Source: an optimization exercise on an open RTL-to-GDS flow (aim: a short achievable clock period and few clock cycles). Production flows keep margins and buffers that such runs may drop.
The RTL was checked by simulation tests, not by an equivalence proof against the original design.

==> config.mk <==
export PLATFORM = sky130hd
export DESIGN_NAME = cpu
export DESIGN_NICKNAME = cpu
export VERILOG_FILES = /design/flow/design.v
export SDC_FILE = /design/flow/constraint.sdc
export NUM_CORES = 4
export LEC_CHECK = 0
export CAP_MARGIN = 20
export CORE_MARGIN = 2
export CORE_UTILIZATION = 40
export SLEW_MARGIN = 20
==> design.v <==
module alu(
	input  wire clk,
	input  wire clk_en,
	input  wire signed[31:0] data_a,
	input  wire signed[31:0] data_b,
	input  wire [3:0]  alufn,
	output reg  [31:0] res
);
	always @(posedge(clk)) begin
		if(clk_en) begin
			case(alufn)
				4'b0000    : res <= data_a + data_b;
				4'b0001    : res <= data_a - data_b;
				4'b0010    : res <= data_a * data_b;
				4'b0011    : res <= 32'd0;
				4'b1000    : res <= data_a & data_b;
				4'b1001     : res <= data_a | data_b;
				4'b1010    : res <= data_a ^ data_b;
				4'b0100  : res <= (data_a == data_b) ? 32'd1 : 32'd0;
				4'b0101  : res <= (data_a < data_b) ? 32'd1 : 32'd0;
				4'b0110  : res <= (data_a <= data_b) ? 32'd1 : 32'd0;
				4'b1100    : res <= data_a << data_b[4:0];
				4'b1101    : res <= data_a >> data_b[4:0];
				4'b1110    : res <= data_a >>> data_b[4:0];
				default : res <= 32'd0;
			endcase		
		end
	end
endmodule
module clock_controller(
	input  wire clk,
	input  wire [31:0] instruction_rfr,  
	input  wire [31:0] instruction_alu,
	input  wire [31:0] instruction_dm,
	input  wire [31:0] instruction_rfw,
	input  wire [31:0] branch_data,
	output wire [4:0] clk_sequence_out,
	output reg  [1:0] pcsel,
	input  wire alive
);
	reg [4:0] clk_sequence;
	wire exit = instruction_rfr[31] & instruction_rfr[30] & instruction_rfr[29] 
				& instruction_rfr[28] & instruction_rfr[27] & instruction_rfr[26];
	wire data_hazard_ra = (instruction_rfr[20:16] != 5'b11111) & 
					   ((instruction_rfr[20:16] == instruction_alu[25:21] & clk_sequence[2] == 1'b1 & instruction_alu[31:26] != 6'h19) |
						(instruction_rfr[20:16] == instruction_dm[25:21]  & clk_sequence[3] == 1'b1 & instruction_dm[31:26]  != 6'h19) |
						(instruction_rfr[20:16] == instruction_rfw[25:21] & clk_sequence[4] == 1'b1 & instruction_rfw[31:26] != 6'h19));
	wire data_hazard_rb = (instruction_rfr[31:30] == 2'b10) & 
					   (instruction_rfr[15:11] != 5'b11111) & 
					   ((instruction_rfr[15:11] == instruction_alu[25:21] & clk_sequence[2] == 1'b1 & instruction_alu[31:26] != 6'h19) |
						(instruction_rfr[15:11] == instruction_dm[25:21]  & clk_sequence[3] == 1'b1 & instruction_dm[31:26]  != 6'h19) |
						(instruction_rfr[15:11] == instruction_rfw[25:21] & clk_sequence[4] == 1'b1 & instruction_rfw[31:26] != 6'h19));
	wire data_hazard_rc = (instruction_rfr[31:26] == 6'h19) & 
					   (instruction_rfr[25:21] != 5'b11111) & 
					   ((instruction_rfr[25:21] == instruction_alu[25:21] & clk_sequence[2] == 1'b1 & instruction_alu[31:26] != 6'h19) |
						(instruction_rfr[25:21] == instruction_dm[25:21]  & clk_sequence[3] == 1'b1 & instruction_dm[31:26]  != 6'h19) |
						(instruction_rfr[25:21] == instruction_rfw[25:21] & clk_sequence[4] == 1'b1 & instruction_rfw[31:26] != 6'h19));
	wire data_hazard = data_hazard_ra | data_hazard_rb | data_hazard_rc;
	reg control_hazard_prev;
	reg control_hazard_prev_prev;
	wire control_hazard_detection = instruction_rfr[31:26] == 6'h1B |
									instruction_rfr[31:26] == 6'h1D |
									instruction_rfr[31:26] == 6'h1E ;
	wire st_gpu = instruction_rfr[31:26] == 6'h19;
	wire control_hazard = (control_hazard_detection | st_gpu) 
							& ~control_hazard_prev 
							& ~control_hazard_prev_prev 
							& ~data_hazard;  
	wire stall = data_hazard & ~exit;
	assign clk_sequence_out = stall ? {clk_sequence[4:2], 2'b00} :
							  (control_hazard | exit) ? {clk_sequence[4:1], 1'b0} :
							  (control_hazard_prev) ? 
							  	(((pcsel == 2'b10) | (pcsel == 2'b01 & branch_data == 32'd0) | (pcsel == 2'b11 & branch_data != 32'd0)) ? 
									{clk_sequence[4:1], 1'b0} :
									{clk_sequence[4:1], 1'b1})
								: clk_sequence;
	always @(posedge(clk)) begin
		if(alive) begin
			if(stall) begin
				clk_sequence <= {clk_sequence[3:2], 3'b011};
				control_hazard_prev_prev <= 1'b0;
			end else begin
				if(exit) begin
					clk_sequence <= {clk_sequence[3:1], 2'b00};
					control_hazard_prev_prev <= 1'b0;
				end else begin
					if(control_hazard) begin
						clk_sequence <= {clk_sequence[3:1], 2'b00};
						control_hazard_prev_prev <= 1'b0;
					end else begin
						if(control_hazard_prev) begin
							if((pcsel == 2'b10) | (pcsel == 2'b01 & branch_data == 32'd0) | (pcsel == 2'b11 & branch_data != 32'd0)) begin
								clk_sequence <= {clk_sequence[3:1], 2'b01};
								control_hazard_prev_prev <= 1'b1;
							end else begin
								clk_sequence <= {clk_sequence[3:1], 2'b11};
								control_hazard_prev_prev <= 1'b0;
							end
						end else begin
							clk_sequence <= {clk_sequence[3:1], 2'b11};
							control_hazard_prev_prev <= 1'b0;
						end
					end
				end
			end
			if(~control_hazard) begin
				pcsel <= 2'b00;
			end else begin
				if(instruction_rfr[31:26] == 6'h1B) begin
					pcsel <= 2'b10;
				end else begin if(instruction_rfr[31:26] == 6'h1D) begin
						pcsel <= 2'b01;
					end else begin if(instruction_rfr[31:26] == 6'h1E) begin
							pcsel <= 2'b11;
						end else begin
							pcsel <= 2'b00;
						end
					end
				end
			end
			control_hazard_prev <= control_hazard;
		end else begin
			clk_sequence <= 5'b00001;
			control_hazard_prev <= 1'b0;
			control_hazard_prev_prev <= 1'b0;
			pcsel <= 2'b00;
		end
	end
endmodule
module control_logic_alu(
    input [5:0] opcode,
    output bsel,
    output [3:0] alufn
);
	assign bsel = ~opcode[4];
    assign alufn[3:0] = (opcode[5] == 1'b1) ? opcode[3:0] : 4'h0 ;
endmodule
module control_logic_dm(
    input [5:0] opcode,
    output wr
);
	assign wr = (opcode[5:0] == 6'h19) ? 1'b1 : 1'b0 ;
endmodule
module control_logic_rfr(
    input [5:0] opcode,
    output ra2sel
);
	assign ra2sel = (opcode[5:0] == 6'h19) ? 1'b1 : 1'b0 ;
endmodule
module control_logic_rfw(
    input [5:0] opcode,
    output [1:0] wdsel,
    output werf,
	output wr
);
	assign wdsel[1] = (opcode[5:0] == 6'b011000) ? 1'b1 : 1'b0 ;
	assign wdsel[0] = opcode[5];
	assign werf = (opcode[5:0] == 6'h19) ? 1'b0 : 1'b1 ;
	assign wr = (opcode[5:0] == 6'h19) ? 1'b1 : 1'b0 ;
endmodule
module program_counter(
	input  wire clk,
	input  wire clk_en,
	input  wire rst,
	input  wire [1:0]  pcsel,
	input  wire [31:0] pc_in,
	input  wire [15:0] offset,
	input  wire [31:0] address,
	output reg  [31:0] pc_out,
	output reg  [31:0] pc_next
);
	wire [31:0] offset_32;
	assign offset_32 = (offset[15] == 1'b0) ? {16'h0000, offset} * 32'd4 : {16'hffff, offset} * 32'd4;
	wire [31:0] reg_val;
	assign reg_val = address;
	always @(posedge(clk)) begin
		if(rst) begin
			pc_out  <= 32'b0;
			pc_next <= 32'd4;
		end else begin
			if(clk_en) begin
				case(pcsel)
					2'b00 : begin 
						pc_out  <= pc_in;
						pc_next <= pc_in + 32'd4;
					end
					2'b01    : begin 
						if (reg_val == 32'b0) begin
							pc_out  <= pc_in + offset_32 - 32'd4;
							pc_next <= pc_in + offset_32;
						end else begin
							pc_out  <= pc_in;
							pc_next <= pc_in + 32'd4;
						end
					end
					2'b10   : begin
						pc_out  <= address;
						pc_next <= address + 32'd4;
					end
					2'b11    : 
						begin
							if (reg_val != 32'b0) begin
								pc_out  <= pc_in + offset_32 - 32'd4;
								pc_next <= pc_in + offset_32;
							end else begin
								pc_out  <= pc_in;
								pc_next <= pc_in + 32'd4;
							end
						end
				endcase		
			end
		end
	end
endmodule
module register_file_bank (
	clock,
	clk_en,
	data,
	rdaddress,
	wraddress,
	wren,
	q);
	input	clock;
	input clk_en;
	input	[31:0]  data;
	input	[4:0]  rdaddress;
	input	[4:0]  wraddress;
	input	  wren;
	output	[31:0]  q;
	reg [31:0] mem [0:31];
	reg [4:0]  rdaddress_reg;
	always @(posedge clock) begin
		if (clk_en) begin
			rdaddress_reg <= rdaddress;
			if (wren)
				mem[wraddress] <= data;
		end
	end
	assign q = mem[rdaddress_reg];
endmodule
module register_file(
	clk,
	cpu_clk_en,
	cpu_read_address1,
	cpu_read_address2,
	cpu_write_address,
	cpu_data_write,
	cpu_data_read1,
	cpu_data_read2,
	cpu_wren
);
	input  wire        clk;
	input  wire [1:0]  cpu_clk_en;
	input  wire [31:0] cpu_read_address1;
	input  wire [31:0] cpu_read_address2;
	input  wire [31:0] cpu_write_address;
	input  wire [31:0] cpu_data_write;
	output wire [31:0] cpu_data_read1;
	output wire [31:0] cpu_data_read2;
	input  wire        cpu_wren;
	wire [4:0]  ram_read_address1;
	wire [4:0]  ram_write_address;
	wire [31:0] ram_data_write;
	wire 			ram_wren;
	wire			ram_clk_en;
	wire [31:0] ram_data_read1;
	wire [31:0] ram_data_read2;
	assign ram_read_address1 = cpu_read_address1[6:2];
	assign ram_write_address = cpu_write_address[6:2];
	assign ram_data_write    = cpu_data_write;
	assign ram_wren          = cpu_wren & cpu_clk_en[1];
	assign ram_clk_en        = cpu_clk_en[1] | cpu_clk_en[0];
	reg is_read_address1_r31;
	reg is_read_address2_r31;
	always @(posedge(clk)) begin
		is_read_address1_r31 <= ram_read_address1 == 5'b11111;
		is_read_address2_r31 <= cpu_read_address2[6:2] == 5'b11111;
	end
	assign cpu_data_read1 = is_read_address1_r31 ? 32'b0 : ram_data_read1;
	assign cpu_data_read2 = is_read_address2_r31 ? 32'b0 : ram_data_read2;
	register_file_bank port0(
		.clock(clk),
		.clk_en(ram_clk_en),
		.data(ram_data_write),
		.rdaddress(ram_read_address1),
		.wraddress(ram_write_address),
		.wren(ram_wren),
		.q(ram_data_read1)
	);
	register_file_bank port1(
		.clock(clk),
		.clk_en(ram_clk_en),
		.data(ram_data_write),
		.rdaddress(cpu_read_address2[6:2]),
		.wraddress(ram_write_address),
		.wren(ram_wren),
		.q(ram_data_read2)
	);
endmodule 
module cpu(
	clk,
	rst,
	imem_en,
	imem_addr,
	imem_rdata,
	dmem_en,
	dmem_we,
	io_we,
	dmem_addr,
	dmem_wdata,
	dmem_rdata,
	io_data,
	halt
);
	input  wire        clk;
	input  wire        rst;
	output wire        imem_en;
	output wire [31:0] imem_addr;
	input  wire [31:0] imem_rdata;
	output wire        dmem_en;
	output wire        dmem_we;
	output wire        io_we;
	output wire [31:0] dmem_addr;
	output wire [31:0] dmem_wdata;
	input  wire [31:0] dmem_rdata;
	input  wire [31:0] io_data;
	output wire        halt;
	wire        alive;
	assign alive = ~rst;
	wire [4:0]  clk_sequence;
	reg [31:0] pc_next_pipe_im;
	reg [31:0] im_data_pipe_rfr;
	reg [31:0] pc_next_pipe_rfr;
	reg [31:0] im_data_pipe_alu;
	reg [31:0] pc_next_pipe_alu;
	reg [31:0] rf_data_r2_pipe_alu;
	reg [31:0] im_data_pipe_dm;
	reg [31:0] pc_next_pipe_dm;
	reg [31:0] rf_data_r2_pipe_dm;
	reg [31:0] alu_res_pipe_dm;
	reg [31:0] im_data_pipe_rfw;
	wire [1:0] pcsel;
	wire       ra2sel;
	wire       wr;
	wire [1:0] wdsel;
	wire       bsel;
	wire       werf;
	wire [3:0] alufn;
	control_logic_rfr clogic_rfr(
		.opcode(im_data[31:26]),
		.ra2sel(ra2sel)
	);
	control_logic_alu clogic_alu(
		.opcode(im_data_pipe_rfr[31:26]),
		.bsel(bsel),
		.alufn(alufn)
	);
	control_logic_dm clogic_dm(
		.opcode(im_data_pipe_alu[31:26]),
		.wr(wr)
	);
	control_logic_rfw clogic_rfw(
		.opcode(im_data_pipe_dm[31:26]),
		.wdsel(wdsel),
		.werf(werf),
		.wr()
	);
	wire [31:0] pc_curr;
	wire [31:0] pc_next;
	wire [31:0] pc_addr;
	wire [15:0] lit;
	program_counter pc(
		.clk(clk),
		.rst(~alive),
		.clk_en(clk_sequence[0] | pcsel == 2'b10 | (pcsel == 2'b01 & pc_addr == 32'b0) | (pcsel == 2'b11 & pc_addr != 32'b0)),
		.pcsel(pcsel),
		.pc_in(pc_next),  
		.offset(im_data_pipe_rfr[15:0]),
		.address(pc_addr),
		.pc_out(pc_curr),
		.pc_next(pc_next)
	);
	wire [31:0] im_data;
	assign imem_en   = clk_sequence[0];
	assign imem_addr = pc_curr;
	assign im_data   = imem_rdata;
	wire [4:0]  ra;
	wire [4:0]  rb;
	wire [4:0]  rc;
	wire [5:0]  opcode;
	assign lit         = im_data[15:0];
	assign rb          = im_data[15:11];
	assign ra          = im_data[20:16];
	assign rc          = im_data[25:21];
	assign opcode      = im_data[31:26];
	assign halt = im_data_pipe_rfw[31] & im_data_pipe_rfw[30]
					& im_data_pipe_rfw[29] & im_data_pipe_rfw[28]
					& im_data_pipe_rfw[27] & im_data_pipe_rfw[26];
	wire [1:0]  rf_clk_en;
	wire [31:0] rf_addr_r1;
	wire [31:0] rf_addr_r2;
	wire [31:0] rf_addr_w;
	wire [31:0] rf_data_w;
	wire [31:0] rf_data_r1;
	wire [31:0] rf_data_r2;
	assign rf_clk_en  = {clk_sequence[4], clk_sequence[1]};
	assign rf_addr_r1 = {25'b0, ra, 2'b0};
	assign rf_addr_r2 = (ra2sel == 1'b0) ? {25'b0, rb, 2'b0} : {25'b0, rc, 2'b0};
	assign rf_addr_w  = {25'b0, im_data_pipe_dm[25:21], 2'b0};
	assign pc_addr    = rf_data_r1;
	register_file rf(
		.clk(clk),
		.cpu_clk_en(rf_clk_en),
		.cpu_read_address1(rf_addr_r1),
		.cpu_read_address2(rf_addr_r2),
		.cpu_write_address(rf_addr_w),
		.cpu_data_write(rf_data_w),
		.cpu_data_read1(rf_data_r1),
		.cpu_data_read2(rf_data_r2),
		.cpu_wren(werf)
	);
	wire [31:0] alu_data_b;
	wire [31:0] alu_res;
	wire [31:0] lit_32;
	assign lit_32 = (im_data_pipe_rfr[15] == 1'b0) ? {16'h0000, im_data_pipe_rfr[15:0]} : {16'hffff, im_data_pipe_rfr[15:0]};
	assign alu_data_b = (bsel == 1'b0) ? lit_32 : rf_data_r2;
	alu the_alu(
		.clk(clk),
		.clk_en(clk_sequence[2]),
		.data_a(rf_data_r1),
		.data_b(alu_data_b),
		.alufn(alufn),
		.res(alu_res)
	);
	wire [31:0] dm_data_r;
	assign dmem_en    = clk_sequence[3];
	assign dmem_addr  = alu_res;
	assign dmem_wdata = rf_data_r2_pipe_alu;
	assign dmem_we    = wr & (alu_res[31:30] == 2'b00);
	assign io_we      = wr & (alu_res[31:30] != 2'b00);
	assign dm_data_r  = dmem_rdata;
	wire [31:0] st_data;
	assign st_data = (alu_res_pipe_dm[31:30] == 2'b00) ? dm_data_r : (alu_res_pipe_dm[31:30] == 2'b01) ? io_data : 32'b0;
	assign rf_data_w = (wdsel[1] == 1'b0) ? ((wdsel[0] == 1'b0) ? pc_next_pipe_dm : alu_res_pipe_dm) : st_data;
	clock_controller cc(
		.clk(clk),
		.instruction_rfr(im_data),
		.instruction_alu(im_data_pipe_rfr),
		.instruction_dm(im_data_pipe_alu),
		.instruction_rfw(im_data_pipe_dm),
		.branch_data(rf_data_r1),
		.clk_sequence_out(clk_sequence),
		.pcsel(pcsel),
		.alive(alive)
	);
	always @(posedge(clk)) begin
		if(alive) begin
			if (clk_sequence[0] == 1'b1) begin
				pc_next_pipe_im <= pc_next;
			end
			if (clk_sequence[1] == 1'b1) begin
				im_data_pipe_rfr <= im_data;
				pc_next_pipe_rfr <= pc_next_pipe_im;
			end
			if (clk_sequence[2] == 1'b1) begin
				im_data_pipe_alu <= im_data_pipe_rfr;
				pc_next_pipe_alu <= pc_next_pipe_rfr;
				rf_data_r2_pipe_alu <= rf_data_r2;
			end
			if (clk_sequence[3] == 1'b1) begin
				im_data_pipe_dm <= im_data_pipe_alu;
				pc_next_pipe_dm <= pc_next_pipe_alu;
				rf_data_r2_pipe_dm <= rf_data_r2_pipe_alu;
				alu_res_pipe_dm <= alu_res;
			end
			if (clk_sequence[4] == 1'b1) begin
				im_data_pipe_rfw <= im_data_pipe_dm;
			end
		end else begin
			pc_next_pipe_im <= 32'h0000_0000;
			im_data_pipe_rfr <= 32'h0000_0000;
			pc_next_pipe_rfr <= 32'h0000_0000;
			im_data_pipe_alu <= 32'h0000_0000;
			pc_next_pipe_alu <= 32'h0000_0000;
			rf_data_r2_pipe_alu <= 32'h0000_0000;
			im_data_pipe_dm <= 32'h0000_0000;
			pc_next_pipe_dm <= 32'h0000_0000;
			rf_data_r2_pipe_dm <= 32'h0000_0000;
			alu_res_pipe_dm <= 32'h0000_0000;
			im_data_pipe_rfw <= 32'h0000_0000;
		end
	end
endmodule 
==> run.sh <==
#!/bin/bash
# synth_recipe.tcl (not shown) runs the flow's synth.tcl, then flattens the netlist and writes it again
# the make line also repeats each setting of config.mk as NAME=value (left out here)
make -C /OpenROAD-flow-scripts/flow DESIGN_CONFIG=/design/flow/config.mk WORK_HOME=/design/flow/orfs CLKGATE_MAP_FILE= SYNTH_SCRIPT=/design/flow/synth_recipe.tcl finish
==> constraint.sdc <==
create_clock -name core_clock -period 15.0 [get_ports {clk}]
set_input_delay 3.0000 -clock core_clock [delete_from_list [all_inputs] [get_ports {clk}]]
set_output_delay 3.0000 -clock core_clock [all_outputs]
set_load 0.01 [all_outputs]
==> run_results.csv <==
group,metric,value,unit
detailed_routing,drt_first_iter_violations,9383,
cts,cts_root_buf,"sky130_fd_sc_hd__clkbuf_16",
grt,wire_length_of_the_first_global_routing_pass,497000,um
sta,worstMarginPinSlew,1250,ps
detailed_routing,wl_per_cell,33.3,um
synthesis,synth-simple-area-share,9.01,%
grt,grtUsageTotal,30.2,%
sta,timing.final.crit_share,77.9,%
place,place.port_buffers,198,
synthesis,yosys-mux-area-fraction,20.2,%
floorplanning,die_height,480,um
floorplanning,fp-row-count,174,
sta,finalCriticalPeriod,11680,ps
synthesis,post_synth_num_cell_types,98,
floorplanning,die_x,480,um
cts,cts_sink_cnt,1398,
detailed_routing,drtAntennaViolNets,0,
sta,timing.setup.tns,0,ps
synthesis,post_synth_fa_ha_maj_area_fraction,12.9,%
detailed_routing,drc,0,
sta,slew_viol_final,0,
synthesis,synth_cells,7431,
cts,cts_inserted_buffers,143,
sta,slew_headroom,14.1,%
worst_setup_path,data_arrival_time_of_the_critical_path,12180,ps
worst_setup_path,timing_worst_setup_path_type,"reg -> reg",
synthesis,number_of_flops_mapped_to_enable_cells_by_yosys,1066,
detailed_routing,detail_route.vias_per_cell,6.33,
worst_hold_path,hold_path.class,"reg -> reg",
sta,finalHoldWorstSlack,454,ps
final_layout,area.growth.synth_to_final,11.2,%
worst_setup_path,cp.required,15500,ps
cts,cts_tree,"yes",
detailed_routing,totalWireLength,352000,um
grt,first_global_vias,65600,
worst_setup_path,critical_path.endpoint_type,"register",
floorplanning,dieArea,0.230,sq mm
cts,clk_pin_slew_worst_paths,70,ps
final_layout,final_cells,10600,
synthesis,ys_seq_elements,1398,
synthesis,yosysSeqAreaShare,42.7,%
worst_setup_path,path_max_fanout,54,
grt,antenna_found_initial,20,
cts,clock_tree.htree_level_count,4,
final_layout,register_name_with_the_most_flops,"rf.port1.mem",
worst_setup_path,cp_common_cell,"sky130_fd_sc_hd__xnor2_1",
final_layout,largest_register_ff_count,1024,
synthesis,synth-compound-area-share,7.72,%
place,place_ws,3680,ps
grt,grt_overflow,0,
sta,max_freq,0.0856,GHz
synthesis,yosys_warnings,6,
detailed_routing,drt_pre_antenna_iters,7,
final_layout,post_route_cells_drive_above_1_share,16.5,%
synthesis,synthDominantCellAreaShare,35.3,%
synthesis,syn-cell-area,0.0906,sq mm
place,hpwl,237000,um
cts,post_cts_resized,0,
worst_setup_path,crit_path_top_delay_cell,"sky130_fd_sc_hd__clkinv_1",
job,timing.max_cap.violations,0,
floorplanning,initial_core_util,40.3,%
synthesis,synth_xor_area_share,2.23,%
sta,total_of_endpoints_with_negative_setup_slack_in_the_final_report,0,
floorplanning,num_io_pins,199,
floorplanning,placeableCoreArea,0.225,sq mm
worst_setup_path,critical-path-max-stage-delay,830,ps
synthesis,post-synth-top-area-cell,"sky130_fd_sc_hd__edfxtp_1",
synthesis,synth_top_cells_by_count,"sky130_fd_sc_hd__edfxtp_1 (1066), sky130_fd_sc_hd__nor2_1 (905), sky130_fd_sc_hd__mux4_2 (634)",
final_layout,design_area,0.101,sq mm
detailed_routing,routed-via-count,66900,
synthesis,synth.top_cells.by_area,"sky130_fd_sc_hd__edfxtp_1 (35%), sky130_fd_sc_hd__mux4_2 (16%), sky130_fd_sc_hd__fa_1 (9.1%)",
place,gp_congestion,1.02,
sta,rsz_0062_raised_after_global_routing,"no",
cts,cts.hold.buffers_added,0,
synthesis,synth.most_common_cell,"sky130_fd_sc_hd__edfxtp_1",
place,numPlacedInstances,10300,
synthesis,postSynthAreaPerCell,12.2,sq um
synthesis,syn_nets,8220,
cts,clock_path_buffers,3,
cts,clk-insertion-delay-late,820,ps
sta,hold_violations,0,
grt,grt_start_max_net_pins,94,
synthesis,synthArstFlopShare,0,%
cts,postCtsSetupBuffers,0,
final_layout,utilization,44.8,%
run_status,run_status,"finished clean",
place,placed_area,0.0960,sq mm
sta,final_critical_path_setup_slack,3320,ps
sta,finalClockSkew,51.4,ps
synthesis,largest_family_of_logic_cells_by_synthesized_area,"multiplexers",
final_layout,finalNetCount,8241,
worst_setup_path,timing.critical_path.from_type,"register",
synthesis,dominantRegCellSynth,"sky130_fd_sc_hd__edfxtp_1",
==> final cells by class <==
class,instances,area [sq um]
Multi-Input combinational cell,4942,47800
Fill cell,20300,124000
Timing Repair Buffer,396,3620
Clock buffer,176,3850
Clock inverter,87,863
Inverter,571,2140
Tap cell,2992,3740
Sequential cell,1398,38700
Antenna cell,8,20.0
==> worst paths after layout <==
kind | start | endpoint | slack [ps] | cells past startpoint
worst max register to register | register | the_alu.res[31] | 3320 | 31
worst min-delay path | pc_next_pipe_im[4] | pc_next_pipe_im[4] | 450 | 2
worst max-delay path | register | the_alu.res[31] | 3320 | 31
worst min register to register | pc_next_pipe_im[4] | pc_next_pipe_im[4] | 450 | 2
==> cells by family (layout without fill, tap and decap cells) <==
group / after synthesis / after routing
AOI/OAI and AO/OA: 1074 / 1074
xor gates and xnor gates: 222 / 222
adders and majority gates: 691 / 691
buffers and inverters: 1091 / 1230
DFF: 1398 / 1398
muxes: 1035 / 1035
other: 0 / 8
and+or+nand+nor: 1920 / 1920
==> layout by cell type, fill, tap and decap left out, types with 37 or more instances in the layout <==
cell type / n
sky130_fd_sc_hd__a21oi_1: 320
sky130_fd_sc_hd__nor3_1: 95
sky130_fd_sc_hd__fa_1: 411
sky130_fd_sc_hd__nor2_1: 862
sky130_fd_sc_hd__edfxtp_1: 1066
sky130_fd_sc_hd__a22oi_1: 41
sky130_fd_sc_hd__inv_1: 545
sky130_fd_sc_hd__buf_4: 184
sky130_fd_sc_hd__clkbuf_16: 146
sky130_fd_sc_hd__dfxtp_1: 316
sky130_fd_sc_hd__mux4_2: 634
sky130_fd_sc_hd__nand2_1: 574
sky130_fd_sc_hd__a211oi_1: 43
sky130_fd_sc_hd__nand3_1: 81
sky130_fd_sc_hd__o21ai_0: 167
sky130_fd_sc_hd__xor2_1: 68
sky130_fd_sc_hd__clkdlybuf4s50_1: 197
sky130_fd_sc_hd__a21o_1: 57
sky130_fd_sc_hd__nand2b_1: 37
sky130_fd_sc_hd__o22ai_1: 72
sky130_fd_sc_hd__clkinv_1: 43
sky130_fd_sc_hd__nor2b_1: 40
sky130_fd_sc_hd__o211ai_1: 46
sky130_fd_sc_hd__ha_1: 280
sky130_fd_sc_hd__mux2i_1: 373
sky130_fd_sc_hd__xnor2_1: 149
==> routing by layer <==
metal,wire [um],GRT usage (%),part of all wire [%]
met1,134000,39.8,38
met2,159000,46.7,45
met3,37400,7.05,11
met4,21500,15.4,6.1
met5,106,0,0.030
==> critical path: cells and delay by family, from the launching register on <==
| family | cells | cell delay (ps) |
|---|---|---|
| muxes | 3 | 1430 |
| xor gates and xnor gates | 11 | 2000 |
| and+or+nand+nor | 3 | 1020 |
| adders and majority gates | 9 | 4130 |
| DFF | 1 | 820 |
| buffers and inverters | 5 | 1820 |
Testbench counts, summed over its fixed seeds: cycles 79,733.

static timing again, ports no longer ideal:
No port has a modelled driver above. Below, the same layout with a new extraction and two added sets of constraints. Step 1: set_driving_cell puts a clkbuf_16 on clk and a buf_2 on each other input, an assumption about the parent block. Step 2 adds t to the input delays and takes it off the output delays; t is the mean of the earliest and latest rising clock arrival at the registers after step 1. Input paths then give back, and output paths get back, about the clock's delay inside the block. Three values: no drivers, after step 1, after step 2; two values: the first two.
t, ns: 0.871
setup slack, ns: 3.319 / 3.319 / 3.319
worst setup path after step 2: register to register
worst register clock-pin slew, ns: 0.08 / 0.08
After both steps this run still meets setup and hold. For this run, drivers alone change the setup slack by 0.000 ns; drivers and shift together by 0.000 ns.
